What follows belongs to an exercise in optimizing a design on an open flow for small area, a short achievable clock period and few clock cycles; a production flow would make more cautious choices.
The RTL was checked by simulation tests, not by an equivalence proof against the original design.

==> flow/design.v <==
module PSE (clk, reset, Xin, Yin, point_num, valid, Xout, Yout);
input clk;
input reset;
input [9:0] Xin;
input [9:0] Yin;
input [2:0] point_num;
output reg valid;
output reg [9:0] Xout;
output reg [9:0] Yout;
localparam ST_IN = 2'd0, ST_PAIR = 2'd1, ST_OUT = 2'd2, ST_GAP = 2'd3;
reg [1:0] st;
reg [2:0] nreg;      
reg [2:0] cnt;       
reg [1:0] len;       
reg [1:0] pos;       
reg [1:0] pc;        
reg [2:0] L0, L1, L2;
reg [5:1] asel;      
reg [4:1] bsel;      
reg [19:0] S0, S1, S2, S3, S4, S5;
wire [19:0] A = ({20{asel[1]}} & S1) | ({20{asel[2]}} & S2) | ({20{asel[3]}} & S3) |
                ({20{asel[4]}} & S4) | ({20{asel[5]}} & S5);
wire [19:0] B = ({20{bsel[1]}} & S1) | ({20{bsel[2]}} & S2) | ({20{bsel[3]}} & S3) |
                ({20{bsel[4]}} & S4);
wire [10:0] ax = {1'b0, A[19:10]} - {1'b0, S0[19:10]};
wire [10:0] ay = {1'b0, A[9:0]} - {1'b0, S0[9:0]};
wire [10:0] bx = {1'b0, B[19:10]} - {1'b0, S0[19:10]};
wire [10:0] by = {1'b0, B[9:0]} - {1'b0, S0[9:0]};
wire bef;    
pse_cmp cmp (.ax(ax), .ay(ay), .bx(bx), .by(by), .bef(bef));
wire [5:1] hi_oh = {nreg == 3'd6, nreg == 3'd5, nreg == 3'd4, nreg == 3'd3, 1'b0};
wire [5:1] lo_oh = {1'b0, nreg == 3'd6, nreg == 3'd5, nreg == 3'd4, nreg == 3'd3};
wire [2:0] ins = {1'b0, len} + 3'd1;
wire ins_act = (st == ST_IN) && (ins + 3'd3 <= nreg) && (ins < cnt);
wire at_end = (pos == len - 2'd1);
wire take_last = (st == ST_IN) && (cnt != 3'd0) && (cnt == nreg - 3'd1);
wire lrem = (pos != len);
wire prem = (pc != 2'd2);
wire last_out = ({1'b0, pos} + {1'b0, pc} == {1'b0, len} + 3'd1);   
wire [2:0] lp = (pos == 2'd0) ? L1 : L2;
wire [4:1] lp_oh = {1'b0, lp == 3'd3, lp == 3'd2, lp == 3'd1};
wire [4:1] l0_oh = {1'b0, L0 == 3'd3, L0 == 3'd2, L0 == 3'd1};
localparam NW = 9 + 2 + 2 + 2 + 5 + 4 + 2 + 1 + 1;
function [NW-1:0] nxt;
	input b;
	reg [2:0] n0, n1, n2;
	reg [1:0] nlen, npos, npc, nst;
	reg [5:1] nasel;
	reg [4:1] nbsel;
	reg nvalid, sela;
	reg [1:0] q;
	begin
		n0 = L0; n1 = L1; n2 = L2;
		nlen = len; npos = pos; npc = pc; nst = st;
		nasel = asel; nbsel = bsel; nvalid = 1'b0; sela = 1'b0;
		case (st)
			ST_IN: begin
				if (ins_act) begin
					if (b || at_end) begin
						q = b ? pos : pos + 2'd1;    
						if (q == 2'd0) n0 = ins;
						if (q == 2'd1) n1 = ins; else if (q < 2'd1) n1 = L0;
						if (q == 2'd2) n2 = ins; else if (q < 2'd2) n2 = L1;
						nlen = len + 2'd1;
						npos = 2'd0;
						nasel = {asel[4:1], 1'b0};
						nbsel = (q == 2'd0) ? asel[4:1] : l0_oh;
					end else begin
						npos = pos + 2'd1;
						nbsel = lp_oh;
					end
				end
				if (take_last) begin
					nst = ST_PAIR;
					nasel = hi_oh;
					nbsel = lo_oh[4:1];
				end
			end
			ST_PAIR: begin
				nvalid = 1'b1;
				nst = ST_OUT;
				npos = 2'd0;
				nasel = b ? hi_oh : lo_oh;
				nbsel = l0_oh;
			end
			ST_OUT: begin
				nvalid = 1'b1;
				sela = prem && (!lrem || b);
				if (sela) begin
					npc = pc + 2'd1;
					nasel = (hi_oh | lo_oh) & ~asel;
				end else begin
					npos = pos + 2'd1;
					nbsel = lp_oh;
				end
				if (last_out) nst = ST_GAP;
			end
			default: begin
				nst = ST_IN;
			end
		endcase
		nxt = {n0, n1, n2, nlen, npos, npc, nasel, nbsel, nst, nvalid, sela};
	end
endfunction
wire [NW-1:0] nx0 = nxt(1'b0);
wire [NW-1:0] nx1 = nxt(1'b1);
wire [NW-1:0] nx = bef ? nx1 : nx0;
wire pair = (st == ST_PAIR);
wire sa1 = !pair && prem;
wire sa0 = !pair && prem && !lrem;
wire sb1 = !pair && !prem;
wire sb0 = !pair && !(prem && !lrem);
wire [19:0] xo1 = ({20{pair}} & S0) | ({20{sa1}} & A) | ({20{sb1}} & B);
wire [19:0] xo0 = ({20{pair}} & S0) | ({20{sa0}} & A) | ({20{sb0}} & B);
always @(posedge clk) begin
	if (st == ST_IN) begin
		case (cnt)
			3'd0: S0 <= {Xin, Yin};
			3'd1: S1 <= {Xin, Yin};
			3'd2: S2 <= {Xin, Yin};
			3'd3: S3 <= {Xin, Yin};
			3'd4: S4 <= {Xin, Yin};
			default: S5 <= {Xin, Yin};
		endcase
	end
	{Xout, Yout} <= ({20{bef}} & xo1) | ({20{!bef}} & xo0);
	if (st == ST_IN && cnt == 3'd0) begin
		nreg <= point_num;
		len <= (point_num == 3'd3) ? 2'd0 : 2'd1;
		pos <= 2'd0;
		pc <= 2'd0;
		L0 <= 3'd1;
		asel <= 5'b00010;
		bsel <= 4'b0001;
	end else begin
		{L0, L1, L2, len, pos, pc, asel, bsel} <= nx[NW-1:4];
	end
end
always @(posedge clk) begin
	if (reset) begin
		st <= ST_IN;
		cnt <= 3'd0;
		valid <= 1'b0;
	end else begin
		st <= nx[3:2];
		valid <= nx[1];
		if (st == ST_IN) cnt <= cnt + 3'd1;
		else if (st == ST_GAP) cnt <= 3'd0;
	end
end
endmodule
module pse_cmp (ax, ay, bx, by, bef);
input [10:0] ax, ay, bx, by;
output bef;
wire ao1;
wire at2;
wire an3;
wire ap4;
wire ap5;
wire ap6;
wire ap7;
wire ap8;
wire ap9;
wire ap10;
wire ap11;
wire ap12;
wire ap13;
wire ap14;
wire ap15;
wire ao16;
wire at17;
wire an18;
wire ap19;
wire ap20;
wire ap21;
wire ap22;
wire ap23;
wire ap24;
wire ap25;
wire ap26;
wire ap27;
wire ap28;
wire ap29;
wire ap30;
wire ao31;
wire at32;
wire an33;
wire ap34;
wire ap35;
wire ap36;
wire ap37;
wire ap38;
wire ap39;
wire ap40;
wire ap41;
wire ap42;
wire ap43;
wire ap44;
wire ap45;
wire ao46;
wire at47;
wire an48;
wire ap49;
wire ap50;
wire ap51;
wire ap52;
wire ap53;
wire ap54;
wire ap55;
wire ap56;
wire ap57;
wire ap58;
wire ap59;
wire ap60;
wire ao61;
wire at62;
wire an63;
wire ap64;
wire ap65;
wire ap66;
wire ap67;
wire ap68;
wire ap69;
wire ap70;
wire ap71;
wire ap72;
wire ap73;
wire ap74;
wire ap75;
wire ao76;
wire at77;
wire an78;
wire ap79;
wire ap80;
wire ap81;
wire ap82;
wire ap83;
wire ap84;
wire ap85;
wire ap86;
wire ap87;
wire ap88;
wire ap89;
wire ap90;
wire bo91;
wire bt92;
wire bn93;
wire bp94;
wire bp95;
wire bp96;
wire bp97;
wire bp98;
wire bp99;
wire bp100;
wire bp101;
wire bp102;
wire bp103;
wire bp104;
wire bp105;
wire bo106;
wire bt107;
wire bn108;
wire bp109;
wire bp110;
wire bp111;
wire bp112;
wire bp113;
wire bp114;
wire bp115;
wire bp116;
wire bp117;
wire bp118;
wire bp119;
wire bp120;
wire bo121;
wire bt122;
wire bn123;
wire bp124;
wire bp125;
wire bp126;
wire bp127;
wire bp128;
wire bp129;
wire bp130;
wire bp131;
wire bp132;
wire bp133;
wire bp134;
wire bp135;
wire bo136;
wire bt137;
wire bn138;
wire bp139;
wire bp140;
wire bp141;
wire bp142;
wire bp143;
wire bp144;
wire bp145;
wire bp146;
wire bp147;
wire bp148;
wire bp149;
wire bp150;
wire bo151;
wire bt152;
wire bn153;
wire bp154;
wire bp155;
wire bp156;
wire bp157;
wire bp158;
wire bp159;
wire bp160;
wire bp161;
wire bp162;
wire bp163;
wire bp164;
wire bp165;
wire bo166;
wire bt167;
wire bn168;
wire bp169;
wire bp170;
wire bp171;
wire bp172;
wire bp173;
wire bp174;
wire bp175;
wire bp176;
wire bp177;
wire bp178;
wire bp179;
wire bp180;
wire s181;
wire c182;
wire k183;
wire k184;
wire k185;
wire k186;
wire k187;
wire k188;
wire s189;
wire c190;
wire s191;
wire c192;
wire s193;
wire c194;
wire s195;
wire c196;
wire s197;
wire c198;
wire s199;
wire c200;
wire s201;
wire c202;
wire s203;
wire c204;
wire s205;
wire c206;
wire s207;
wire c208;
wire s209;
wire c210;
wire s211;
wire c212;
wire s213;
wire c214;
wire s215;
wire c216;
wire s217;
wire c218;
wire s219;
wire c220;
wire s221;
wire c222;
wire s223;
wire c224;
wire s225;
wire c226;
wire s227;
wire c228;
wire s229;
wire c230;
wire s231;
wire c232;
wire s233;
wire c234;
wire s235;
wire c236;
wire s237;
wire c238;
wire s239;
wire c240;
wire s241;
wire c242;
wire s243;
wire c244;
wire s245;
wire c246;
wire s247;
wire c248;
wire s249;
wire c250;
wire s251;
wire c252;
wire s253;
wire c254;
wire s255;
wire c256;
wire s257;
wire c258;
wire s259;
wire c260;
wire s261;
wire c262;
wire s263;
wire c264;
wire s265;
wire c266;
wire s267;
wire c268;
wire s269;
wire c270;
wire s271;
wire c272;
wire s273;
wire c274;
wire s275;
wire c276;
wire s277;
wire c278;
wire s279;
wire c280;
wire s281;
wire c282;
wire s283;
wire c284;
wire s285;
wire c286;
wire s287;
wire c288;
wire s289;
wire c290;
wire s291;
wire c292;
wire s293;
wire c294;
wire s295;
wire c296;
wire s297;
wire c298;
wire s299;
wire c300;
wire s301;
wire c302;
wire s303;
wire c304;
wire s305;
wire c306;
wire s307;
wire c308;
wire s309;
wire c310;
wire s311;
wire c312;
wire s313;
wire c314;
wire s315;
wire c316;
wire s317;
wire c318;
wire s319;
wire c320;
wire s321;
wire c322;
wire s323;
wire c324;
wire s325;
wire c326;
wire s327;
wire c328;
wire s329;
wire c330;
wire s331;
wire c332;
wire s333;
wire c334;
wire s335;
wire c336;
wire s337;
wire c338;
wire s339;
wire c340;
wire s341;
wire c342;
wire s343;
wire c344;
wire s345;
wire c346;
wire s347;
wire c348;
wire s349;
wire c350;
wire s351;
wire c352;
wire s353;
wire c354;
wire s355;
wire c356;
wire s357;
wire c358;
wire s359;
wire c360;
wire s361;
wire c362;
wire s363;
wire c364;
wire s365;
wire c366;
wire s367;
wire c368;
wire s369;
wire c370;
wire s371;
wire c372;
wire s373;
wire c374;
wire s375;
wire c376;
wire s377;
wire c378;
wire s379;
wire c380;
wire s381;
wire c382;
wire s383;
wire c384;
wire s385;
wire c386;
wire s387;
wire c388;
wire s389;
wire c390;
wire s391;
wire c392;
wire s393;
wire c394;
wire s395;
wire c396;
wire s397;
wire c398;
wire s399;
wire c400;
wire s401;
wire c402;
wire s403;
wire c404;
wire s405;
wire c406;
wire s407;
wire c408;
wire s409;
wire c410;
wire s411;
wire c412;
wire s413;
wire c414;
wire s415;
wire c416;
wire s417;
wire c418;
wire s419;
wire c420;
wire s421;
wire c422;
wire s423;
wire c424;
wire s425;
wire c426;
wire s427;
wire c428;
wire s429;
wire c430;
wire s431;
wire c432;
wire s433;
wire c434;
wire s435;
wire c436;
wire s437;
wire c438;
wire s439;
wire c440;
wire s441;
wire c442;
wire s443;
wire c444;
wire s445;
wire c446;
wire s447;
wire c448;
wire s449;
wire c450;
wire s451;
wire c452;
wire s453;
wire c454;
wire s455;
wire c456;
wire s457;
wire c458;
wire s459;
wire c460;
assign ao1 = ax[0] ^ 1'b0;
assign at2 = (ax[1] & ~ax[0] & ~1'b0) | (~ax[1] & ax[0] & 1'b0);
assign an3 = ax[1];
assign ap4 = ((ao1 & by[0]) | (at2 & 1'b0)) ^ an3;
assign ap5 = ((ao1 & by[1]) | (at2 & by[0])) ^ an3;
assign ap6 = ((ao1 & by[2]) | (at2 & by[1])) ^ an3;
assign ap7 = ((ao1 & by[3]) | (at2 & by[2])) ^ an3;
assign ap8 = ((ao1 & by[4]) | (at2 & by[3])) ^ an3;
assign ap9 = ((ao1 & by[5]) | (at2 & by[4])) ^ an3;
assign ap10 = ((ao1 & by[6]) | (at2 & by[5])) ^ an3;
assign ap11 = ((ao1 & by[7]) | (at2 & by[6])) ^ an3;
assign ap12 = ((ao1 & by[8]) | (at2 & by[7])) ^ an3;
assign ap13 = ((ao1 & by[9]) | (at2 & by[8])) ^ an3;
assign ap14 = ((ao1 & by[10]) | (at2 & by[9])) ^ an3;
assign ap15 = ~(((ao1 & by[10]) | (at2 & by[10])) ^ an3);
assign ao16 = ax[2] ^ ax[1];
assign at17 = (ax[3] & ~ax[2] & ~ax[1]) | (~ax[3] & ax[2] & ax[1]);
assign an18 = ax[3];
assign ap19 = ((ao16 & by[0]) | (at17 & 1'b0)) ^ an18;
assign ap20 = ((ao16 & by[1]) | (at17 & by[0])) ^ an18;
assign ap21 = ((ao16 & by[2]) | (at17 & by[1])) ^ an18;
assign ap22 = ((ao16 & by[3]) | (at17 & by[2])) ^ an18;
assign ap23 = ((ao16 & by[4]) | (at17 & by[3])) ^ an18;
assign ap24 = ((ao16 & by[5]) | (at17 & by[4])) ^ an18;
assign ap25 = ((ao16 & by[6]) | (at17 & by[5])) ^ an18;
assign ap26 = ((ao16 & by[7]) | (at17 & by[6])) ^ an18;
assign ap27 = ((ao16 & by[8]) | (at17 & by[7])) ^ an18;
assign ap28 = ((ao16 & by[9]) | (at17 & by[8])) ^ an18;
assign ap29 = ((ao16 & by[10]) | (at17 & by[9])) ^ an18;
assign ap30 = ~(((ao16 & by[10]) | (at17 & by[10])) ^ an18);
assign ao31 = ax[4] ^ ax[3];
assign at32 = (ax[5] & ~ax[4] & ~ax[3]) | (~ax[5] & ax[4] & ax[3]);
assign an33 = ax[5];
assign ap34 = ((ao31 & by[0]) | (at32 & 1'b0)) ^ an33;
assign ap35 = ((ao31 & by[1]) | (at32 & by[0])) ^ an33;
assign ap36 = ((ao31 & by[2]) | (at32 & by[1])) ^ an33;
assign ap37 = ((ao31 & by[3]) | (at32 & by[2])) ^ an33;
assign ap38 = ((ao31 & by[4]) | (at32 & by[3])) ^ an33;
assign ap39 = ((ao31 & by[5]) | (at32 & by[4])) ^ an33;
assign ap40 = ((ao31 & by[6]) | (at32 & by[5])) ^ an33;
assign ap41 = ((ao31 & by[7]) | (at32 & by[6])) ^ an33;
assign ap42 = ((ao31 & by[8]) | (at32 & by[7])) ^ an33;
assign ap43 = ((ao31 & by[9]) | (at32 & by[8])) ^ an33;
assign ap44 = ((ao31 & by[10]) | (at32 & by[9])) ^ an33;
assign ap45 = ~(((ao31 & by[10]) | (at32 & by[10])) ^ an33);
assign ao46 = ax[6] ^ ax[5];
assign at47 = (ax[7] & ~ax[6] & ~ax[5]) | (~ax[7] & ax[6] & ax[5]);
assign an48 = ax[7];
assign ap49 = ((ao46 & by[0]) | (at47 & 1'b0)) ^ an48;
assign ap50 = ((ao46 & by[1]) | (at47 & by[0])) ^ an48;
assign ap51 = ((ao46 & by[2]) | (at47 & by[1])) ^ an48;
assign ap52 = ((ao46 & by[3]) | (at47 & by[2])) ^ an48;
assign ap53 = ((ao46 & by[4]) | (at47 & by[3])) ^ an48;
assign ap54 = ((ao46 & by[5]) | (at47 & by[4])) ^ an48;
assign ap55 = ((ao46 & by[6]) | (at47 & by[5])) ^ an48;
assign ap56 = ((ao46 & by[7]) | (at47 & by[6])) ^ an48;
assign ap57 = ((ao46 & by[8]) | (at47 & by[7])) ^ an48;
assign ap58 = ((ao46 & by[9]) | (at47 & by[8])) ^ an48;
assign ap59 = ((ao46 & by[10]) | (at47 & by[9])) ^ an48;
assign ap60 = ~(((ao46 & by[10]) | (at47 & by[10])) ^ an48);
assign ao61 = ax[8] ^ ax[7];
assign at62 = (ax[9] & ~ax[8] & ~ax[7]) | (~ax[9] & ax[8] & ax[7]);
assign an63 = ax[9];
assign ap64 = ((ao61 & by[0]) | (at62 & 1'b0)) ^ an63;
assign ap65 = ((ao61 & by[1]) | (at62 & by[0])) ^ an63;
assign ap66 = ((ao61 & by[2]) | (at62 & by[1])) ^ an63;
assign ap67 = ((ao61 & by[3]) | (at62 & by[2])) ^ an63;
assign ap68 = ((ao61 & by[4]) | (at62 & by[3])) ^ an63;
assign ap69 = ((ao61 & by[5]) | (at62 & by[4])) ^ an63;
assign ap70 = ((ao61 & by[6]) | (at62 & by[5])) ^ an63;
assign ap71 = ((ao61 & by[7]) | (at62 & by[6])) ^ an63;
assign ap72 = ((ao61 & by[8]) | (at62 & by[7])) ^ an63;
assign ap73 = ((ao61 & by[9]) | (at62 & by[8])) ^ an63;
assign ap74 = ((ao61 & by[10]) | (at62 & by[9])) ^ an63;
assign ap75 = ~(((ao61 & by[10]) | (at62 & by[10])) ^ an63);
assign ao76 = ax[10] ^ ax[9];
assign at77 = (ax[10] & ~ax[10] & ~ax[9]) | (~ax[10] & ax[10] & ax[9]);
assign an78 = ax[10];
assign ap79 = ((ao76 & by[0]) | (at77 & 1'b0)) ^ an78;
assign ap80 = ((ao76 & by[1]) | (at77 & by[0])) ^ an78;
assign ap81 = ((ao76 & by[2]) | (at77 & by[1])) ^ an78;
assign ap82 = ((ao76 & by[3]) | (at77 & by[2])) ^ an78;
assign ap83 = ((ao76 & by[4]) | (at77 & by[3])) ^ an78;
assign ap84 = ((ao76 & by[5]) | (at77 & by[4])) ^ an78;
assign ap85 = ((ao76 & by[6]) | (at77 & by[5])) ^ an78;
assign ap86 = ((ao76 & by[7]) | (at77 & by[6])) ^ an78;
assign ap87 = ((ao76 & by[8]) | (at77 & by[7])) ^ an78;
assign ap88 = ((ao76 & by[9]) | (at77 & by[8])) ^ an78;
assign ap89 = ((ao76 & by[10]) | (at77 & by[9])) ^ an78;
assign ap90 = ~(((ao76 & by[10]) | (at77 & by[10])) ^ an78);
assign bo91 = ay[0] ^ 1'b0;
assign bt92 = (ay[1] & ~ay[0] & ~1'b0) | (~ay[1] & ay[0] & 1'b0);
assign bn93 = ~ay[1];
assign bp94 = ((bo91 & bx[0]) | (bt92 & 1'b0)) ^ bn93;
assign bp95 = ((bo91 & bx[1]) | (bt92 & bx[0])) ^ bn93;
assign bp96 = ((bo91 & bx[2]) | (bt92 & bx[1])) ^ bn93;
assign bp97 = ((bo91 & bx[3]) | (bt92 & bx[2])) ^ bn93;
assign bp98 = ((bo91 & bx[4]) | (bt92 & bx[3])) ^ bn93;
assign bp99 = ((bo91 & bx[5]) | (bt92 & bx[4])) ^ bn93;
assign bp100 = ((bo91 & bx[6]) | (bt92 & bx[5])) ^ bn93;
assign bp101 = ((bo91 & bx[7]) | (bt92 & bx[6])) ^ bn93;
assign bp102 = ((bo91 & bx[8]) | (bt92 & bx[7])) ^ bn93;
assign bp103 = ((bo91 & bx[9]) | (bt92 & bx[8])) ^ bn93;
assign bp104 = ((bo91 & bx[10]) | (bt92 & bx[9])) ^ bn93;
assign bp105 = ~(((bo91 & bx[10]) | (bt92 & bx[10])) ^ bn93);
assign bo106 = ay[2] ^ ay[1];
assign bt107 = (ay[3] & ~ay[2] & ~ay[1]) | (~ay[3] & ay[2] & ay[1]);
assign bn108 = ~ay[3];
assign bp109 = ((bo106 & bx[0]) | (bt107 & 1'b0)) ^ bn108;
assign bp110 = ((bo106 & bx[1]) | (bt107 & bx[0])) ^ bn108;
assign bp111 = ((bo106 & bx[2]) | (bt107 & bx[1])) ^ bn108;
assign bp112 = ((bo106 & bx[3]) | (bt107 & bx[2])) ^ bn108;
assign bp113 = ((bo106 & bx[4]) | (bt107 & bx[3])) ^ bn108;
assign bp114 = ((bo106 & bx[5]) | (bt107 & bx[4])) ^ bn108;
assign bp115 = ((bo106 & bx[6]) | (bt107 & bx[5])) ^ bn108;
assign bp116 = ((bo106 & bx[7]) | (bt107 & bx[6])) ^ bn108;
assign bp117 = ((bo106 & bx[8]) | (bt107 & bx[7])) ^ bn108;
assign bp118 = ((bo106 & bx[9]) | (bt107 & bx[8])) ^ bn108;
assign bp119 = ((bo106 & bx[10]) | (bt107 & bx[9])) ^ bn108;
assign bp120 = ~(((bo106 & bx[10]) | (bt107 & bx[10])) ^ bn108);
assign bo121 = ay[4] ^ ay[3];
assign bt122 = (ay[5] & ~ay[4] & ~ay[3]) | (~ay[5] & ay[4] & ay[3]);
assign bn123 = ~ay[5];
assign bp124 = ((bo121 & bx[0]) | (bt122 & 1'b0)) ^ bn123;
assign bp125 = ((bo121 & bx[1]) | (bt122 & bx[0])) ^ bn123;
assign bp126 = ((bo121 & bx[2]) | (bt122 & bx[1])) ^ bn123;
assign bp127 = ((bo121 & bx[3]) | (bt122 & bx[2])) ^ bn123;
assign bp128 = ((bo121 & bx[4]) | (bt122 & bx[3])) ^ bn123;
assign bp129 = ((bo121 & bx[5]) | (bt122 & bx[4])) ^ bn123;
assign bp130 = ((bo121 & bx[6]) | (bt122 & bx[5])) ^ bn123;
assign bp131 = ((bo121 & bx[7]) | (bt122 & bx[6])) ^ bn123;
assign bp132 = ((bo121 & bx[8]) | (bt122 & bx[7])) ^ bn123;
assign bp133 = ((bo121 & bx[9]) | (bt122 & bx[8])) ^ bn123;
assign bp134 = ((bo121 & bx[10]) | (bt122 & bx[9])) ^ bn123;
assign bp135 = ~(((bo121 & bx[10]) | (bt122 & bx[10])) ^ bn123);
assign bo136 = ay[6] ^ ay[5];
assign bt137 = (ay[7] & ~ay[6] & ~ay[5]) | (~ay[7] & ay[6] & ay[5]);
assign bn138 = ~ay[7];
assign bp139 = ((bo136 & bx[0]) | (bt137 & 1'b0)) ^ bn138;
assign bp140 = ((bo136 & bx[1]) | (bt137 & bx[0])) ^ bn138;
assign bp141 = ((bo136 & bx[2]) | (bt137 & bx[1])) ^ bn138;
assign bp142 = ((bo136 & bx[3]) | (bt137 & bx[2])) ^ bn138;
assign bp143 = ((bo136 & bx[4]) | (bt137 & bx[3])) ^ bn138;
assign bp144 = ((bo136 & bx[5]) | (bt137 & bx[4])) ^ bn138;
assign bp145 = ((bo136 & bx[6]) | (bt137 & bx[5])) ^ bn138;
assign bp146 = ((bo136 & bx[7]) | (bt137 & bx[6])) ^ bn138;
assign bp147 = ((bo136 & bx[8]) | (bt137 & bx[7])) ^ bn138;
assign bp148 = ((bo136 & bx[9]) | (bt137 & bx[8])) ^ bn138;
assign bp149 = ((bo136 & bx[10]) | (bt137 & bx[9])) ^ bn138;
assign bp150 = ~(((bo136 & bx[10]) | (bt137 & bx[10])) ^ bn138);
assign bo151 = ay[8] ^ ay[7];
assign bt152 = (ay[9] & ~ay[8] & ~ay[7]) | (~ay[9] & ay[8] & ay[7]);
assign bn153 = ~ay[9];
assign bp154 = ((bo151 & bx[0]) | (bt152 & 1'b0)) ^ bn153;
assign bp155 = ((bo151 & bx[1]) | (bt152 & bx[0])) ^ bn153;
assign bp156 = ((bo151 & bx[2]) | (bt152 & bx[1])) ^ bn153;
assign bp157 = ((bo151 & bx[3]) | (bt152 & bx[2])) ^ bn153;
assign bp158 = ((bo151 & bx[4]) | (bt152 & bx[3])) ^ bn153;
assign bp159 = ((bo151 & bx[5]) | (bt152 & bx[4])) ^ bn153;
assign bp160 = ((bo151 & bx[6]) | (bt152 & bx[5])) ^ bn153;
assign bp161 = ((bo151 & bx[7]) | (bt152 & bx[6])) ^ bn153;
assign bp162 = ((bo151 & bx[8]) | (bt152 & bx[7])) ^ bn153;
assign bp163 = ((bo151 & bx[9]) | (bt152 & bx[8])) ^ bn153;
assign bp164 = ((bo151 & bx[10]) | (bt152 & bx[9])) ^ bn153;
assign bp165 = ~(((bo151 & bx[10]) | (bt152 & bx[10])) ^ bn153);
assign bo166 = ay[10] ^ ay[9];
assign bt167 = (ay[10] & ~ay[10] & ~ay[9]) | (~ay[10] & ay[10] & ay[9]);
assign bn168 = ~ay[10];
assign bp169 = ((bo166 & bx[0]) | (bt167 & 1'b0)) ^ bn168;
assign bp170 = ((bo166 & bx[1]) | (bt167 & bx[0])) ^ bn168;
assign bp171 = ((bo166 & bx[2]) | (bt167 & bx[1])) ^ bn168;
assign bp172 = ((bo166 & bx[3]) | (bt167 & bx[2])) ^ bn168;
assign bp173 = ((bo166 & bx[4]) | (bt167 & bx[3])) ^ bn168;
assign bp174 = ((bo166 & bx[5]) | (bt167 & bx[4])) ^ bn168;
assign bp175 = ((bo166 & bx[6]) | (bt167 & bx[5])) ^ bn168;
assign bp176 = ((bo166 & bx[7]) | (bt167 & bx[6])) ^ bn168;
assign bp177 = ((bo166 & bx[8]) | (bt167 & bx[7])) ^ bn168;
assign bp178 = ((bo166 & bx[9]) | (bt167 & bx[8])) ^ bn168;
assign bp179 = ((bo166 & bx[10]) | (bt167 & bx[9])) ^ bn168;
assign bp180 = ~(((bo166 & bx[10]) | (bt167 & bx[10])) ^ bn168);
assign s181 = an78 ^ bn168;
assign c182 = an78 & bn168;
assign k183 = ~bp171;
assign k184 = ~bp171;
assign k185 = ~bp174;
assign k186 = ~bp176;
assign k187 = ~bp178;
assign k188 = ~bp180;
pse_ha us189 (.a(ap10), .b(ap23), .s(s189), .co(c190));
pse_fa us191 (.a(ap12), .b(ap25), .c(ap38), .s(s191), .co(c192));
pse_ha us193 (.a(ap51), .b(ap64), .s(s193), .co(c194));
pse_fa us195 (.a(ap13), .b(ap26), .c(ap39), .s(s195), .co(c196));
pse_ha us197 (.a(ap52), .b(ap65), .s(s197), .co(c198));
pse_fa us199 (.a(ap14), .b(ap27), .c(ap40), .s(s199), .co(c200));
pse_fa us201 (.a(ap53), .b(ap66), .c(ap79), .s(s201), .co(c202));
pse_fa us203 (.a(bp104), .b(bp117), .c(bp130), .s(s203), .co(c204));
pse_fa us205 (.a(ap15), .b(ap28), .c(ap41), .s(s205), .co(c206));
pse_fa us207 (.a(ap54), .b(ap67), .c(ap80), .s(s207), .co(c208));
pse_fa us209 (.a(bp105), .b(bp118), .c(bp131), .s(s209), .co(c210));
pse_ha us211 (.a(bp144), .b(bp157), .s(s211), .co(c212));
pse_fa us213 (.a(ap29), .b(ap42), .c(ap55), .s(s213), .co(c214));
pse_fa us215 (.a(ap68), .b(ap81), .c(bp119), .s(s215), .co(c216));
pse_ha us217 (.a(bp132), .b(bp145), .s(s217), .co(c218));
pse_fa us219 (.a(ap30), .b(ap43), .c(ap56), .s(s219), .co(c220));
pse_fa us221 (.a(ap69), .b(ap82), .c(bp120), .s(s221), .co(c222));
pse_ha us223 (.a(bp133), .b(bp146), .s(s223), .co(c224));
pse_fa us225 (.a(ap44), .b(ap57), .c(ap70), .s(s225), .co(c226));
pse_ha us227 (.a(ap83), .b(bp134), .s(s227), .co(c228));
pse_ha us229 (.a(ap45), .b(ap58), .s(s229), .co(c230));
pse_fa us231 (.a(ap8), .b(ap21), .c(ap34), .s(s231), .co(c232));
pse_ha us233 (.a(ap9), .b(ap22), .s(s233), .co(c234));
pse_fa us235 (.a(s189), .b(ap36), .c(ap49), .s(s235), .co(c236));
pse_fa us237 (.a(an48), .b(bp100), .c(bp113), .s(s237), .co(c238));
pse_fa us239 (.a(c190), .b(ap11), .c(ap24), .s(s239), .co(c240));
pse_fa us241 (.a(ap37), .b(ap50), .c(bp101), .s(s241), .co(c242));
pse_ha us243 (.a(bp114), .b(bp127), .s(s243), .co(c244));
pse_fa us245 (.a(s191), .b(s193), .c(an63), .s(s245), .co(c246));
pse_fa us247 (.a(bp102), .b(bp115), .c(bp128), .s(s247), .co(c248));
pse_fa us249 (.a(bp141), .b(bp154), .c(bn153), .s(s249), .co(c250));
pse_fa us251 (.a(c192), .b(c194), .c(s195), .s(s251), .co(c252));
pse_fa us253 (.a(s197), .b(bp103), .c(bp116), .s(s253), .co(c254));
pse_fa us255 (.a(bp129), .b(bp142), .c(bp155), .s(s255), .co(c256));
pse_fa us257 (.a(c196), .b(c198), .c(s199), .s(s257), .co(c258));
pse_fa us259 (.a(s201), .b(s203), .c(bp143), .s(s259), .co(c260));
pse_fa us261 (.a(bp156), .b(bp169), .c(s181), .s(s261), .co(c262));
pse_fa us263 (.a(c200), .b(c202), .c(c204), .s(s263), .co(c264));
pse_fa us265 (.a(s205), .b(s207), .c(s209), .s(s265), .co(c266));
pse_fa us267 (.a(s211), .b(bp170), .c(c182), .s(s267), .co(c268));
pse_fa us269 (.a(c206), .b(c208), .c(c210), .s(s269), .co(c270));
pse_fa us271 (.a(c212), .b(s213), .c(s215), .s(s271), .co(c272));
pse_fa us273 (.a(s217), .b(bp158), .c(k183), .s(s273), .co(c274));
pse_fa us275 (.a(c214), .b(c216), .c(c218), .s(s275), .co(c276));
pse_fa us277 (.a(s219), .b(s221), .c(s223), .s(s277), .co(c278));
pse_fa us279 (.a(bp159), .b(bp172), .c(k184), .s(s279), .co(c280));
pse_fa us281 (.a(c220), .b(c222), .c(c224), .s(s281), .co(c282));
pse_fa us283 (.a(s225), .b(s227), .c(bp147), .s(s283), .co(c284));
pse_fa us285 (.a(bp160), .b(bp173), .c(bp171), .s(s285), .co(c286));
pse_fa us287 (.a(c226), .b(c228), .c(s229), .s(s287), .co(c288));
pse_fa us289 (.a(ap71), .b(ap84), .c(bp135), .s(s289), .co(c290));
pse_fa us291 (.a(bp148), .b(bp161), .c(k185), .s(s291), .co(c292));
pse_fa us293 (.a(c230), .b(ap59), .c(ap72), .s(s293), .co(c294));
pse_fa us295 (.a(ap85), .b(bp149), .c(bp162), .s(s295), .co(c296));
pse_ha us297 (.a(bp175), .b(bp174), .s(s297), .co(c298));
pse_fa us299 (.a(ap60), .b(ap73), .c(ap86), .s(s299), .co(c300));
pse_ha us301 (.a(bp150), .b(bp163), .s(s301), .co(c302));
pse_ha us303 (.a(ap74), .b(ap87), .s(s303), .co(c304));
pse_fa us305 (.a(ap6), .b(ap19), .c(an18), .s(s305), .co(c306));
pse_ha us307 (.a(ap7), .b(ap20), .s(s307), .co(c308));
pse_fa us309 (.a(s231), .b(an33), .c(bp98), .s(s309), .co(c310));
pse_ha us311 (.a(bp111), .b(bp124), .s(s311), .co(c312));
pse_fa us313 (.a(c232), .b(s233), .c(ap35), .s(s313), .co(c314));
pse_fa us315 (.a(bp99), .b(bp112), .c(bp125), .s(s315), .co(c316));
pse_fa us317 (.a(c234), .b(s235), .c(s237), .s(s317), .co(c318));
pse_fa us319 (.a(bp126), .b(bp139), .c(bn138), .s(s319), .co(c320));
pse_fa us321 (.a(c236), .b(c238), .c(s239), .s(s321), .co(c322));
pse_fa us323 (.a(s241), .b(s243), .c(bp140), .s(s323), .co(c324));
pse_fa us325 (.a(c240), .b(c242), .c(c244), .s(s325), .co(c326));
pse_fa us327 (.a(s245), .b(s247), .c(s249), .s(s327), .co(c328));
pse_fa us329 (.a(c246), .b(c248), .c(c250), .s(s329), .co(c330));
pse_fa us331 (.a(s251), .b(s253), .c(s255), .s(s331), .co(c332));
pse_fa us333 (.a(c252), .b(c254), .c(c256), .s(s333), .co(c334));
pse_fa us335 (.a(s257), .b(s259), .c(s261), .s(s335), .co(c336));
pse_fa us337 (.a(c258), .b(c260), .c(c262), .s(s337), .co(c338));
pse_fa us339 (.a(s263), .b(s265), .c(s267), .s(s339), .co(c340));
pse_fa us341 (.a(c264), .b(c266), .c(c268), .s(s341), .co(c342));
pse_fa us343 (.a(s269), .b(s271), .c(s273), .s(s343), .co(c344));
pse_fa us345 (.a(c270), .b(c272), .c(c274), .s(s345), .co(c346));
pse_fa us347 (.a(s275), .b(s277), .c(s279), .s(s347), .co(c348));
pse_fa us349 (.a(c276), .b(c278), .c(c280), .s(s349), .co(c350));
pse_fa us351 (.a(s281), .b(s283), .c(s285), .s(s351), .co(c352));
pse_fa us353 (.a(c282), .b(c284), .c(c286), .s(s353), .co(c354));
pse_fa us355 (.a(s287), .b(s289), .c(s291), .s(s355), .co(c356));
pse_fa us357 (.a(c288), .b(c290), .c(c292), .s(s357), .co(c358));
pse_fa us359 (.a(s293), .b(s295), .c(s297), .s(s359), .co(c360));
pse_fa us361 (.a(c294), .b(c296), .c(c298), .s(s361), .co(c362));
pse_fa us363 (.a(s299), .b(s301), .c(k186), .s(s363), .co(c364));
pse_fa us365 (.a(c300), .b(c302), .c(s303), .s(s365), .co(c366));
pse_fa us367 (.a(bp164), .b(bp177), .c(bp176), .s(s367), .co(c368));
pse_fa us369 (.a(c304), .b(ap75), .c(ap88), .s(s369), .co(c370));
pse_ha us371 (.a(bp165), .b(k187), .s(s371), .co(c372));
pse_ha us373 (.a(ap89), .b(bp179), .s(s373), .co(c374));
pse_ha us375 (.a(ap4), .b(an3), .s(s375), .co(c376));
pse_ha us377 (.a(s305), .b(bp96), .s(s377), .co(c378));
pse_fa us379 (.a(c306), .b(s307), .c(bp97), .s(s379), .co(c380));
pse_fa us381 (.a(c308), .b(s309), .c(s311), .s(s381), .co(c382));
pse_fa us383 (.a(c310), .b(c312), .c(s313), .s(s383), .co(c384));
pse_fa us385 (.a(c314), .b(c316), .c(s317), .s(s385), .co(c386));
pse_fa us387 (.a(c318), .b(c320), .c(s321), .s(s387), .co(c388));
pse_fa us389 (.a(c322), .b(c324), .c(s325), .s(s389), .co(c390));
pse_fa us391 (.a(c326), .b(c328), .c(s329), .s(s391), .co(c392));
pse_fa us393 (.a(c330), .b(c332), .c(s333), .s(s393), .co(c394));
pse_fa us395 (.a(c334), .b(c336), .c(s337), .s(s395), .co(c396));
pse_fa us397 (.a(c338), .b(c340), .c(s341), .s(s397), .co(c398));
pse_fa us399 (.a(c342), .b(c344), .c(s345), .s(s399), .co(c400));
pse_fa us401 (.a(c346), .b(c348), .c(s349), .s(s401), .co(c402));
pse_fa us403 (.a(c350), .b(c352), .c(s353), .s(s403), .co(c404));
pse_fa us405 (.a(c354), .b(c356), .c(s357), .s(s405), .co(c406));
pse_fa us407 (.a(c358), .b(c360), .c(s361), .s(s407), .co(c408));
pse_fa us409 (.a(c362), .b(c364), .c(s365), .s(s409), .co(c410));
pse_fa us411 (.a(c366), .b(c368), .c(s369), .s(s411), .co(c412));
pse_fa us413 (.a(c370), .b(c372), .c(s373), .s(s413), .co(c414));
pse_ha us415 (.a(c374), .b(ap90), .s(s415), .co(c416));
pse_ha us417 (.a(s375), .b(bp94), .s(s417), .co(c418));
pse_fa us419 (.a(c376), .b(ap5), .c(bp95), .s(s419), .co(c420));
pse_fa us421 (.a(s377), .b(bp109), .c(bn108), .s(s421), .co(c422));
pse_fa us423 (.a(c378), .b(s379), .c(bp110), .s(s423), .co(c424));
pse_fa us425 (.a(c380), .b(s381), .c(bn123), .s(s425), .co(c426));
pse_fa us427 (.a(c382), .b(s383), .c(s315), .s(s427), .co(c428));
pse_fa us429 (.a(c384), .b(s385), .c(s319), .s(s429), .co(c430));
pse_fa us431 (.a(c386), .b(s387), .c(s323), .s(s431), .co(c432));
pse_fa us433 (.a(c388), .b(s389), .c(s327), .s(s433), .co(c434));
pse_fa us435 (.a(c390), .b(s391), .c(s331), .s(s435), .co(c436));
pse_fa us437 (.a(c392), .b(s393), .c(s335), .s(s437), .co(c438));
pse_fa us439 (.a(c394), .b(s395), .c(s339), .s(s439), .co(c440));
pse_fa us441 (.a(c396), .b(s397), .c(s343), .s(s441), .co(c442));
pse_fa us443 (.a(c398), .b(s399), .c(s347), .s(s443), .co(c444));
pse_fa us445 (.a(c400), .b(s401), .c(s351), .s(s445), .co(c446));
pse_fa us447 (.a(c402), .b(s403), .c(s355), .s(s447), .co(c448));
pse_fa us449 (.a(c404), .b(s405), .c(s359), .s(s449), .co(c450));
pse_fa us451 (.a(c406), .b(s407), .c(s363), .s(s451), .co(c452));
pse_fa us453 (.a(c408), .b(s409), .c(s367), .s(s453), .co(c454));
pse_fa us455 (.a(c410), .b(s411), .c(s371), .s(s455), .co(c456));
pse_fa us457 (.a(c412), .b(s413), .c(bp178), .s(s457), .co(c458));
pse_fa us459 (.a(c414), .b(s415), .c(k188), .s(s459), .co(c460));
wire [21:0] r1 = {c458, c456, c454, c452, c450, c448, c446, c444, c442, c440, c438, c436, c434, c432, c430, c428, c426, c424, c422, c420, c418, s417};
wire [21:0] r2 = {s459, s457, s455, s453, s451, s449, s447, s445, s443, s441, s439, s437, s435, s433, s431, s429, s427, s425, s423, s421, s419, bn93};
wire [21:0] sum = r1 + r2;
assign bef = sum[21];
endmodule
module pse_fa (a, b, c, s, co);
input a, b, c;
output s, co;
assign s = a ^ b ^ c;
assign co = (a & b) | (a & c) | (b & c);
endmodule
module pse_ha (a, b, s, co);
input a, b;
output s, co;
assign s = a ^ b;
assign co = a & b;
endmodule
==> flow/flow/run.sh <==
#!/bin/bash
# Layout flow: the standard flow (standard.sh), with two changes in how
# the layout is made:
#  * the port buffers are sky130_fd_sc_hd__buf_2 cells (buffer_ports picks a
#    slow delay cell by default);
#  * after global placement and repair_design, size.tcl upsizes gates on the
#    worst paths (drive strengths only; the netlist's function, the registers
#    and the constraints stay the same), before detailed placement.
# Each step's full output goes to a log file of its own in this folder.
set -euo pipefail
export BUFFER_PORTS_ARGS="-buffer_cell sky130_fd_sc_hd__buf_2"
RES=$PWD/orfs/results/$FLOW_PLATFORM/PSE/base
bash standard.sh $RES/3_4_place_resized.odb > flow_1_to_resize.log 2>&1
cp $RES/3_4_place_resized.odb $RES/3_4_place_resized_unsized.odb
SIZE_IN=$RES/3_4_place_resized_unsized.odb SIZE_OUT=$RES/3_4_place_resized.odb \
  LIB=$FLOW_HOME/platforms/$FLOW_PLATFORM/lib/sky130_fd_sc_hd__tt_025C_1v80.lib \
  SDC=$FLOW_SDC SIZE_ITERS=80 SIZE_WINDOW=0.3 \
  openroad -exit -no_init flow/size.tcl > flow_2_size.log 2>&1
bash standard.sh > flow_3_to_finish.log 2>&1
==> flow/flow/size.tcl <==
# Gate sizing on the worst paths.  For the worst endpoint, try a one-step
# upsize of each cell that drives a stage of its worst path and keep the one
# that helps that endpoint most without hurting the design's worst slack;
# repeat.  Constraints are not changed: this only picks drive strengths.
read_db $::env(SIZE_IN)
read_liberty $::env(LIB)
read_sdc $::env(SDC)
source $::env(FLOW_HOME)/platforms/sky130hd/setRC.tcl
estimate_parasitics -placement

proc wns {} { return [expr {[sta::worst_slack_cmd max] * 1e9}] }
proc ep_slack {pin} {
  set pe [lindex [find_timing_paths -path_delay max -to $pin -group_path_count 1] 0]
  return [expr {[$pe slack] * 1e9}]
}
proc bigger {master} {
  if {![regexp {^(.*)_([0-9]+)$} $master -> base sz]} { return "" }
  foreach s {1 2 4 6 8 12 16} {
    if {$s <= $sz} continue
    if {[llength [get_lib_cells -quiet */${base}_$s]] > 0} { return "${base}_$s" }
  }
  return ""
}
set dont {__clkbuf_ __clkinv dlygate clkdlybuf __tap __fill __decap __conb}

set start [wns]
puts "start wns [format %.3f $start]"
set stuck [dict create]
set n 0
for {set it 0} {$it < $::env(SIZE_ITERS)} {incr it} {
  set ws [wns]
  # worst endpoint that is not stuck
  set pe ""
  # the worst endpoint that can still be helped, among those within
  # SIZE_WINDOW of the worst slack (after routing, any of them may be worst)
  set pe ""
  foreach p [find_timing_paths -path_delay max -group_path_count 300 -endpoint_path_count 1 -sort_by_slack] {
    if {![dict exists $stuck [get_full_name [$p pin]]]} { set pe $p; break }
  }
  if {$pe eq ""} break
  set endpin [$pe pin]
  set epname [get_full_name $endpin]
  if {[expr {[$pe slack] * 1e9}] > $ws + $::env(SIZE_WINDOW)} break
  set es [expr {[$pe slack] * 1e9}]
  set cands {}
  foreach pin [[$pe path] pins] {
    if {![$pin is_driver]} continue
    set inst [$pin instance]
    if {$inst eq "NULL" || $inst eq ""} continue
    set iname [get_full_name $inst]
    set m [get_property $inst ref_name]
    set skip 0
    foreach d $dont { if {[string first $d $m] >= 0} { set skip 1 } }
    if {$skip} continue
    set b [bigger $m]
    if {$b ne ""} { lappend cands [list $iname $m $b] }
  }
  set best ""; set bestes [expr {$es + 0.002}]
  foreach c $cands {
    lassign $c iname m b
    replace_cell $iname [get_lib_cells */$b]
    estimate_parasitics -placement
    set e [ep_slack $endpin]
    set w [wns]
    replace_cell $iname [get_lib_cells */$m]
    estimate_parasitics -placement
    if {$e > $bestes && $w >= $ws - 0.0005} { set bestes $e; set best $c }
  }
  if {$best eq ""} { dict set stuck $epname 1; continue }
  lassign $best iname m b
  replace_cell $iname [get_lib_cells */$b]
  estimate_parasitics -placement
  incr n
  puts "it $it $epname: $iname $m -> $b endpoint [format %.3f $es] -> [format %.3f $bestes] wns [format %.3f [wns]]"
}
puts "end wns [format %.3f [wns]] (start [format %.3f $start]), $n cells upsized"
write_db $::env(SIZE_OUT)
==> flow/standard.sh <==
#!/bin/bash
# synth_recipe.tcl (not shown) runs the flow's synth.tcl, then flattens the netlist and writes it again
# the make line also repeats each setting of config.mk as NAME=value (left out here)
make -C /OpenROAD-flow-scripts/flow DESIGN_CONFIG=/design/flow/config.mk WORK_HOME=/design/flow/orfs CLKGATE_MAP_FILE= SYNTH_SCRIPT=/design/flow/synth_recipe.tcl "${@:-finish}"
==> flow/config.mk <==
export PLATFORM = sky130hd
export DESIGN_NAME = PSE
export DESIGN_NICKNAME = PSE
export VERILOG_FILES = /design/flow/design.v
export SDC_FILE = /design/flow/constraint.sdc
export NUM_CORES = 4
export LEC_CHECK = 0
export ABC_AREA = 1
export CAP_MARGIN = 20
export CORE_MARGIN = 2
export CORE_UTILIZATION = 70
export PLACE_DENSITY = 0.7
export SLEW_MARGIN = 60
export SYNTH_HIERARCHICAL = 1
export SYNTH_MINIMUM_KEEP_SIZE = 0
==> flow/constraint.sdc <==
create_clock -name core_clock -period 35.0 [get_ports {clk}]
set_input_delay 7.0000 -clock core_clock [delete_from_list [all_inputs] [get_ports {clk}]]
set_output_delay 7.0000 -clock core_clock [all_outputs]
set_load 0.01 [all_outputs]
==> flow_summary.yaml, run 1 <==
global_routing:
  use_met3_pct: 7.69
  grt_overflow: 0
  grt_max_degree: 56
  globalRoute.busiestLayer: "met2"
  grt_pass1_wl_um: 75400
  met2_usage_pct: 66.4
  antenna_found_initial: 0
  grt_usage_pct: 40.7
  grt_pass1_vias: 13900
  use_met1_pct: 51.2
routing:
  vias: 14300
  wl_um: 48500
  viasPerCell: 6.44
  drtIter0Drc: 1766
  dr.pass1.iters: 6
  drc: 0
  wl_per_cell_um: 21.9
  ant_nets: 0
setup_path:
  r2r_cells: 33
  worstPathMaxFanout: 22
  crit_cells: 33
  cp-start-kind: "flip-flop"
  critical_path_class: "flip-flop to flip-flop"
  worst_path_max_delay_cell: "fa_1"
  cp_slowest_stage_delay_ps: 540
  cp-end-kind: "flip-flop"
  path_buf_inv: 3
  arrival_ps: 8550
  crit_family: "adder cells"
  required_ps: 35370
synthesis:
  ys.flop_type: "edfxtp_1"
  ys_types: 52
  synth_most_common_cell: "nand2_1"
  ys_ff_latch: 173
  yosysTopAreaCell: "edfxtp_1"
  synth_edf_count: 131
  synth_area_leaders: "edfxtp_1 (24%), fa_1 (15%), nand2_1 (11%)"
  syn_inst: 1912
  ys_warn_count: 7
  synthesis.area_sq_um: 16200
  netlist.area_leader.share_pct: 24.3
  synth-async-reset-ratio_pct: 0
  syn_nets: 2165
  yosysSeqAreaShare_pct: 29.5
  synth_area_per_cell_sq_um: 8.47
  ys_top_cells_by_count: "nand2_1 (483), inv_1 (158), a21oi_1 (148)"
finish:
  syn2layout_area_growth_pct: 8.94
  fillers: 1585
  drive_gt1_share_pct: 11.4
  diodes: 0
  final_nets: 2175
  final-instance-count-excl-fill: 2220
job:
  cap_violations: 0
die:
  die_h_um: 156
  die_area_sq_um: 24400
  core-area_sq_um: 22600
  pin_count: 46
  rows: 55
  start_util_pct: 71.5
  die_x_um: 156
timing:
  skew_ps: 10.3
  worstMarginPinSlew_ps: 584
  fin_crit_ps: 8180
  fin_setup_tns_ps: 0
  slew_headroom_pct: 61.0
  max_freq_mhz: 122
  fin_crit_sh_pct: 23.4
  finalHoldViolCount: 0
  rsz0062_at_grt: "no"
  finalSetupViolCount: 0
  finalMaxSlewViolations: 0
placed_design:
  port-buffer-count: 45
  dpl.cell_count: 2188
  gp_congestion: 1.01
  dpl.hpwl_um: 36500
clock_network:
  cts_hold_buf: 0
  clkLatencyLatePin_ps: 440
  h-tree-depth: 4
  ctsResizeCount: 0
  clk_path_buf_depth: 2
  root_buffer: "clkbuf_16"
  cts_made_buffers: 17
  postCtsSetupBuffers: 0
  cts_tree: "yes"
  clk_pin_slew_ps: 80
  cts_sinks: 173
min_path:
  hold_depth: 2
  timing.hold.worst.class: "flip-flop to flip-flop"
run_status:
  status: "finished clean"
==> per-stage QoR <==
stage | utilization, % | hold slack (ps) | area, sq um | worst slack (ps)
2_1_floorplan | - | 446 | 16200 | 27520
3_3_place_gp | 73.0 | 484 | 16500 | 25420
3_5_place_dp | 74.9 | 488 | 17000 | 27080
4_1_cts | 77.8 | 503 | 17600 | 26990
5_1_grt | 77.9 | 534 | 17600 | 26330
6_report | 77.9 | 506 | 17600 | 26820
==> worst paths after layout <==
path	start	to	slack, ps
hold / removal	pc[0]	pc[0]	510
hold reg to reg	pc[0]	pc[0]	510
setup reg to reg	bsel[1]	bsel[2]	26820
setup / recovery	bsel[1]	bsel[2]	26820
==> per-module statistics from Yosys, one instance, submodules excluded <==
module   cell area, sq um  times used  flip-flops and latches
PSE                 10600           1                     173
pse_cmp              3050           1                       0
pse_fa               20.0         115                       0
pse_ha               12.5          21                       0
==> kinds of logic after synthesis <==
family          after synthesis  synth area share, %
buf+inv                     269                 6.97
flops                       173                 29.5
xor+xnor                    146                 7.90
compound gates              414                 14.8
fa+ha+maj                   228                 23.2
simple gates                682                 17.6
==> final cells by class <==
| class | count | area [sq um] | share of cell area, % |
|---|---|---|---|
| Inverter | 197 | 774 | 4.39 |
| Tap cell | 285 | 357 | 2.02 |
| Timing Repair Buffer | 63 | 389 | 2.21 |
| Sequential cell | 173 | 4790 | 27.2 |
| Multi-Input combinational cell | 1470 | 10700 | 60.5 |
| Clock inverter | 15 | 226 | 1.28 |
| Clock buffer | 17 | 425 | 2.41 |
==> cells in the final DEF, fill, tap and decap left out, types with 7 or more instances in the layout <==
cell / count
nand2_1: 470
inv_1: 152
a21oi_1: 143
edfxtp_1: 131
xor2_1: 122
fa_1: 114
ha_1: 106
o22ai_1: 98
nor2_1: 83
o21ai_0: 77
nand3_1: 49
buf_2: 44
dfxtp_1: 35
o211ai_1: 22
nand2_2: 22
clkinv_1: 21
clkbuf_16: 17
o21ai_1: 16
inv_2: 15
xnor2_1: 15
buf_4: 13
nor2_2: 8
nand4_1: 8
a31oi_1: 7
nor2_4: 7
inv_12: 7
==> sequential cells by signal, indices dropped and copies added, names as in the netlist <==
register	cells
cnt	3
S4	20
S0	20
st	2
len	2
Xout	10
S3	20
L1	3
S2	20
S1	20
S5	20
L0	3
Yout	10
pc	2
nreg	3
asel	5
bsel	4
valid	1
pos	2
L2	3
==> metal layers <==
layer  wire length [um]  share of wire, %
met2              22700                47
met5                  0                 0
met1              18100                37
met4               3030               6.2
met3               4670               9.6
==> worst min-delay path, delay by kind of cell, from the launching register on <==
family                 cells  cell delay (ps)
buffers and inverters      1               80
DFF                        1              320
AOI/OAI and AO/OA          1               60
Testbench counts, summed over its fixed seeds: cycles 31,902.
==> run 2, diff against run 1 <==
--- a/flow/config.mk
+++ b/flow/config.mk
@@ -10,4 +10,6 @@
 export CORE_MARGIN = 2
 export CORE_UTILIZATION = 70
+export CTS_BUF_LIST = sky130_fd_sc_hd__clkbuf_8
+export CTS_CLUSTER_SIZE = 40
 export PLACE_DENSITY = 0.7
 export SLEW_MARGIN = 60
==> flow_summary.yaml, run 2 <==
run_status:
  status: "finished clean"
timing:
  finalSetupViolCount: 0
  max_freq_mhz: 122
  hold-worst-slack_ps: 512
  worstMarginPinSlew_ps: 587
  finalMaxSlewViolations: 0
  slew_headroom_pct: 60.7
  skew_ps: 13.2
  fin_crit_sh_pct: 23.4
  finalHoldViolCount: 0
  rsz0062_at_grt: "no"
  fin_setup_tns_ps: 0
  fin_crit_ps: 8190
routing:
  ant_nets: 0
  wl_per_cell_um: 21.7
  dr.pass1.iters: 6
  vias: 14300
  viasPerCell: 6.43
  drtIter0Drc: 1745
  wl_um: 48200
  drc: 0
clock_network:
  h-tree-depth: 4
  root_buffer: "clkbuf_8"
  cts_tree: "yes"
  cts_sinks: 173
  cts_made_buffers: 17
  clk_pin_slew_ps: 120
  postCtsSetupBuffers: 0
  cts_hold_buf: 0
  ctsResizeCount: 0
  clk_path_buf_depth: 2
  clkLatencyLatePin_ps: 490
setup_path:
  r2r_slack_ps: 26810
  crit_start: "bsel[1]"
  cp-end-kind: "flip-flop"
  worstPathMaxFanout: 22
  required_ps: 35410
  arrival_ps: 8610
  worst_path_max_delay_cell: "fa_1"
  critical_path_class: "flip-flop to flip-flop"
  cp-start-kind: "flip-flop"
  cp_slowest_stage_delay_ps: 580
  r2r_cells: 32
  r2r-end: "bsel[2]"
  crit_top_cell: "nand2_1"
  rr_startpoint: "bsel[1]"
  critical_path.endpoint: "bsel[2]"
min_path:
  timing.hold.worst.class: "flip-flop to flip-flop"
die:
  die_area_sq_um: 24400
  rows: 55
  die_x_um: 156
  start_util_pct: 71.5
  pin_count: 46
  die_h_um: 156
  core-area_sq_um: 22600
synthesis:
  synth_area_leaders: "edfxtp_1 (24%), fa_1 (15%), nand2_1 (11%)"
  syn_nets: 2165
  synthesis.area_sq_um: 16200
  ys_top_cells_by_count: "nand2_1 (483), inv_1 (158), a21oi_1 (148)"
  ys_types: 52
  netlist.area_leader.share_pct: 24.3
  yosysSeqAreaShare_pct: 29.5
  synth_most_common_cell: "nand2_1"
  ys_ff_latch: 173
  synth_edf_count: 131
  yosysTopAreaCell: "edfxtp_1"
  ys_warn_count: 7
  ys.flop_type: "edfxtp_1"
  synth_area_per_cell_sq_um: 8.47
  syn_inst: 1912
  synth-async-reset-ratio_pct: 0
finish:
  final-instance-count-excl-fill: 2220
  final_nets: 2175
  drive_gt1_share_pct: 11.5
  mostFrequentLayoutCells: "nand2_1 (470), inv_1 (152), a21oi_1 (143), edfxtp_1 (131), xor2_1 (122)"
  syn2layout_area_growth_pct: 7.76
  final_common_cell: "nand2_1"
  diodes: 0
  fillers: 1621
global_routing:
  grt_usage_pct: 40.0
  grt_max_degree: 56
  grt_overflow: 0
  antenna_found_initial: 0
  grt_pass1_vias: 13700
  grt_pass1_wl_um: 74100
placed_design:
  dpl.hpwl_um: 36500
  gp_congestion: 1.01
  port-buffer-count: 45
  dpl.cell_count: 2188
job:
  cap_violations: 0
run 2: cell counts after synthesis:
Identical to the previous run, type by type.
run 2: cell families (layout without fill, tap and decap cells):
| kind of cell | Yosys count | after routing | synth area share [%] |
|---|---|---|---|
| simple gates | 682 | 682 | 17.6 |
| compound gates | 414 | 414 | 14.8 |
| buf+inv | 269 | 292 | 6.97 |
| fa+ha+maj | 228 | 228 | 23.2 |
| flops | 173 | 173 | 29.5 |
| xor+xnor | 146 | 146 | 7.90 |
run 2: worst min path at each step:
stage	startpoint	end	cells past startpoint
after floorplan	S0[2]	Yout[2]	2
after global placement	pc[0]	pc[0]	2
after detailed placement	S0[14]	Xout[4]	2
after CTS	S0[14]	Xout[4]	2
after global routing	S0[14]	Xout[4]	2
final	pc[0]	pc[0]	2
run 2: through the flow:
| stage | area [sq um] | setup WS [ps] | utilization (%) |
|---|---|---|---|
| 6_report | 17400 | 26810 | 77.1 |
| 5_1_grt | 17400 | 26400 | 77.1 |
| 4_1_cts | 17400 | 26990 | 76.9 |
| 3_5_place_dp | 17000 | 27080 | 74.9 |
| 3_3_place_gp | 16500 | 25420 | 73.0 |
| 2_1_floorplan | 16200 | 27520 | - |
run 2: layout make-up:
cell class / count / area (sq um) / share of cell area, %
inverters: 197 / 774 / 4.44
multi-input cells: 1470 / 10700 / 61.2
repair buffers: 63 / 389 / 2.23
clock buffers: 17 / 234 / 1.34
well taps: 285 / 357 / 2.04
clock inverters: 15 / 226 / 1.30
flip-flops and latches: 173 / 4790 / 27.5
run 2: worst max-delay path: cells and delay by family, from the launching register on:
family / cells / cell delay, ps
compound gates: 6 / 1240
xor+xnor: 2 / 510
fa+ha+maj: 7 / 2930
buf+inv: 2 / 700
flops: 1 / 380
simple gates: 15 / 2350
run 2: routing by layer:
layer  track usage [%]  up-vias  share of wire, %
li1                  -     6431                 -
met1              50.3     6681                37
met2              65.3      963                46
met5                 0        -                 0
met4              21.8        0               6.7
met3              8.11      206               9.9
run 2: modules after synthesis, one instance, submodules excluded:
module   copies in the design  cells
pse_fa                    115      1
pse_cmp                     1    509
pse_ha                     21      1
PSE                         1   1267
==> run 3, diff against run 2 <==
--- a/flow/config.mk
+++ b/flow/config.mk
@@ -10,6 +10,5 @@
 export CORE_MARGIN = 2
 export CORE_UTILIZATION = 70
-export CTS_BUF_LIST = sky130_fd_sc_hd__clkbuf_8
-export CTS_CLUSTER_SIZE = 40
+export CTS_BUF_LIST = sky130_fd_sc_hd__clkbuf_8 sky130_fd_sc_hd__clkbuf_16
 export PLACE_DENSITY = 0.7
 export SLEW_MARGIN = 60
==> flow_summary.yaml, run 3 <==
timing:
  finalHoldViolCount: 0
  finalMaxSlewViolations: 0
  fin_crit_sh_pct: 23.4
  fin_setup_tns_ps: 0
  slew_headroom_pct: 61.0
  skew_ps: 10.3
  finalSetupViolCount: 0
  fin_crit_ps: 8180
  worstMarginPinSlew_ps: 584
  rsz0062_at_grt: "no"
  max_freq_mhz: 122
routing:
  wl_per_cell_um: 21.9
  viasPerCell: 6.44
  wirelength_met1_um: 18100
  vias: 14300
  wl_um: 48500
  drc: 0
  wl_met3_um: 4670
  dr.pass1.iters: 6
  drtIter0Drc: 1766
  wl_met2_um: 22700
  ant_nets: 0
  top_layer_used: "met4"
synthesis:
  synth_area_leaders: "edfxtp_1 (24%), fa_1 (15%), nand2_1 (11%)"
  synthesis.area_sq_um: 16200
  syn_inst: 1912
  yosysSeqAreaShare_pct: 29.5
  ys_warn_count: 7
  synth_most_common_cell: "nand2_1"
  ys_ff_latch: 173
  synth_edf_count: 131
  synth-async-reset-ratio_pct: 0
  ys_top_cells_by_count: "nand2_1 (483), inv_1 (158), a21oi_1 (148)"
  ys_types: 52
  synth_area_per_cell_sq_um: 8.47
  netlist.area_leader.share_pct: 24.3
  syn_nets: 2165
  yosysTopAreaCell: "edfxtp_1"
  ys.flop_type: "edfxtp_1"
min_path:
  hold_end: "pc[0]"
  timing.hold.worst.class: "flip-flop to flip-flop"
  hold_depth: 2
  min_from: "pc[0]"
finish:
  drive_gt1_share_pct: 11.4
  diodes: 0
  mostFrequentLayoutCells: "nand2_1 (470), inv_1 (152), a21oi_1 (143), edfxtp_1 (131), xor2_1 (122)"
  syn2layout_area_growth_pct: 8.94
  final_nets: 2175
  fillers: 1585
  final_common_cell: "nand2_1"
setup_path:
  critical_path_class: "flip-flop to flip-flop"
  cp_slowest_stage_delay_ps: 540
  required_ps: 35370
  rr_startpoint: "bsel[1]"
  r2r-end: "bsel[2]"
  cp-end-kind: "flip-flop"
  arrival_ps: 8550
  r2r_slack_ps: 26820
  r2r_cells: 33
  worst_path_max_delay_cell: "fa_1"
  worstPathMaxFanout: 22
  cp-start-kind: "flip-flop"
clock_network:
  cts_hold_buf: 0
  cts_tree: "yes"
  postCtsSetupBuffers: 0
  cts_made_buffers: 17
  root_buffer: "clkbuf_16"
  clkLatencyLatePin_ps: 440
  cts_sinks: 173
  clk_path_buf_depth: 2
  ctsResizeCount: 0
  clk_pin_slew_ps: 80
  h-tree-depth: 4
global_routing:
  grt_overflow: 0
  grt_pass1_wl_um: 75400
  grt_usage_pct: 40.7
  grt_max_degree: 56
  antenna_found_initial: 0
  grt_pass1_vias: 13900
die:
  rows: 55
  die_x_um: 156
  pin_count: 46
  die_area_sq_um: 24400
  die_h_um: 156
  start_util_pct: 71.5
  core-area_sq_um: 22600
placed_design:
  gp_congestion: 1.01
  port-buffer-count: 45
  dpl.hpwl_um: 36500
job:
  cap_violations: 0
run_status:
  status: "finished clean"
==> run 3: final cells by class <==
cell class | instances | area [sq um] | area share (%)
Multi-Input combinational cell | 1470 | 10700 | 60.5
Sequential cell | 173 | 4790 | 27.2
Inverter | 197 | 774 | 4.39
Clock buffer | 17 | 425 | 2.41
Timing Repair Buffer | 63 | 389 | 2.21
Tap cell | 285 | 357 | 2.02
Clock inverter | 15 | 226 | 1.28
==> run 3: per-layer routing <==
layer	GRT usage [%]	vias up
li1	-	6430
met2	66.4	968
met5	0	-
met1	51.2	6701
met3	7.69	195
met4	23.1	0
==> run 3: per-stage QoR <==
stage                     cell area, sq um  hold slack [ps]  cells  setup slack [ps]  util, %
after floorplan                      16200              446   1912             27520        -
after global placement               16500              484   2179             25420     73.0
after detailed placement             17000              488   2188             27080     74.9
after CTS                            17600              503   2220             26990     77.8
after global routing                 17600              534   2220             26330     77.9
final                                17600              506   2220             26820     77.9
==> run 3: worst max-delay path by stage <==
stage,start,to,slack (ps),cells after the start
after floorplan,point_num[1],len[0],27520,3
after global placement,asel[2],L2[0],25420,32
after detailed placement,asel[1],L2[2],27080,29
after CTS,bsel[1],bsel[2],26990,35
after global routing,bsel[1],bsel[2],26330,33
final,bsel[1],bsel[2],26820,33
==> run 3: Yosys stat by module, one instance, submodules excluded <==
module,flip-flops and latches,cell area [sq um],copies in the design
pse_ha,0,12.5,21
PSE,173,10600,1
pse_fa,0,20.0,115
pse_cmp,0,3050,1
==> run 3: critical path, delay by kind of cell, from the launching register on <==
kind	cells	cell delay, ps
compound gates	5	1000
fa+ha+maj	7	3110
simple gates	16	2070
flops	1	370
xor+xnor	2	680
buf+inv	3	830
==> run 3: cell families (layout without fill, tap and decap cells) <==
logic type	count (synthesis)	count (layout)	synth area share, %
flip-flops	173	173	29.5
XOR/XNOR	146	146	7.90
AND/OR/NAND/NOR	682	682	17.6
buffers and inverters	269	292	6.97
AO/OA/AOI/OAI	414	414	14.8
adder cells (fa/ha/maj)	228	228	23.2

[static timing again, ports no longer ideal]
Ports are ideal in the flow. The routed layouts listed here were re-timed in OpenROAD. Step 1: set_driving_cell puts a clkbuf_16 on clk and a buf_2 on each other input, an assumption about the parent block. Step 2 also shifts input and output timing later by t, the mid clock arrival at the registers, as if the neighbouring blocks saw the same clock. Slacks: no drivers / after step 1 / after step 2; pairs: no drivers / after step 1.
run	t, ns	slack for setup (ns)	worst slew at a driven data input, ns	cell pins on the clock port's net
run 1	0.485	26.817 / 26.817 / 26.817	0.03	1
run 2	0.516	26.805 / 26.805 / 26.805	0.03	1
run 3	0.485	26.817 / 26.817 / 26.817	0.03	1
After both steps setup and hold are still met in every run listed.
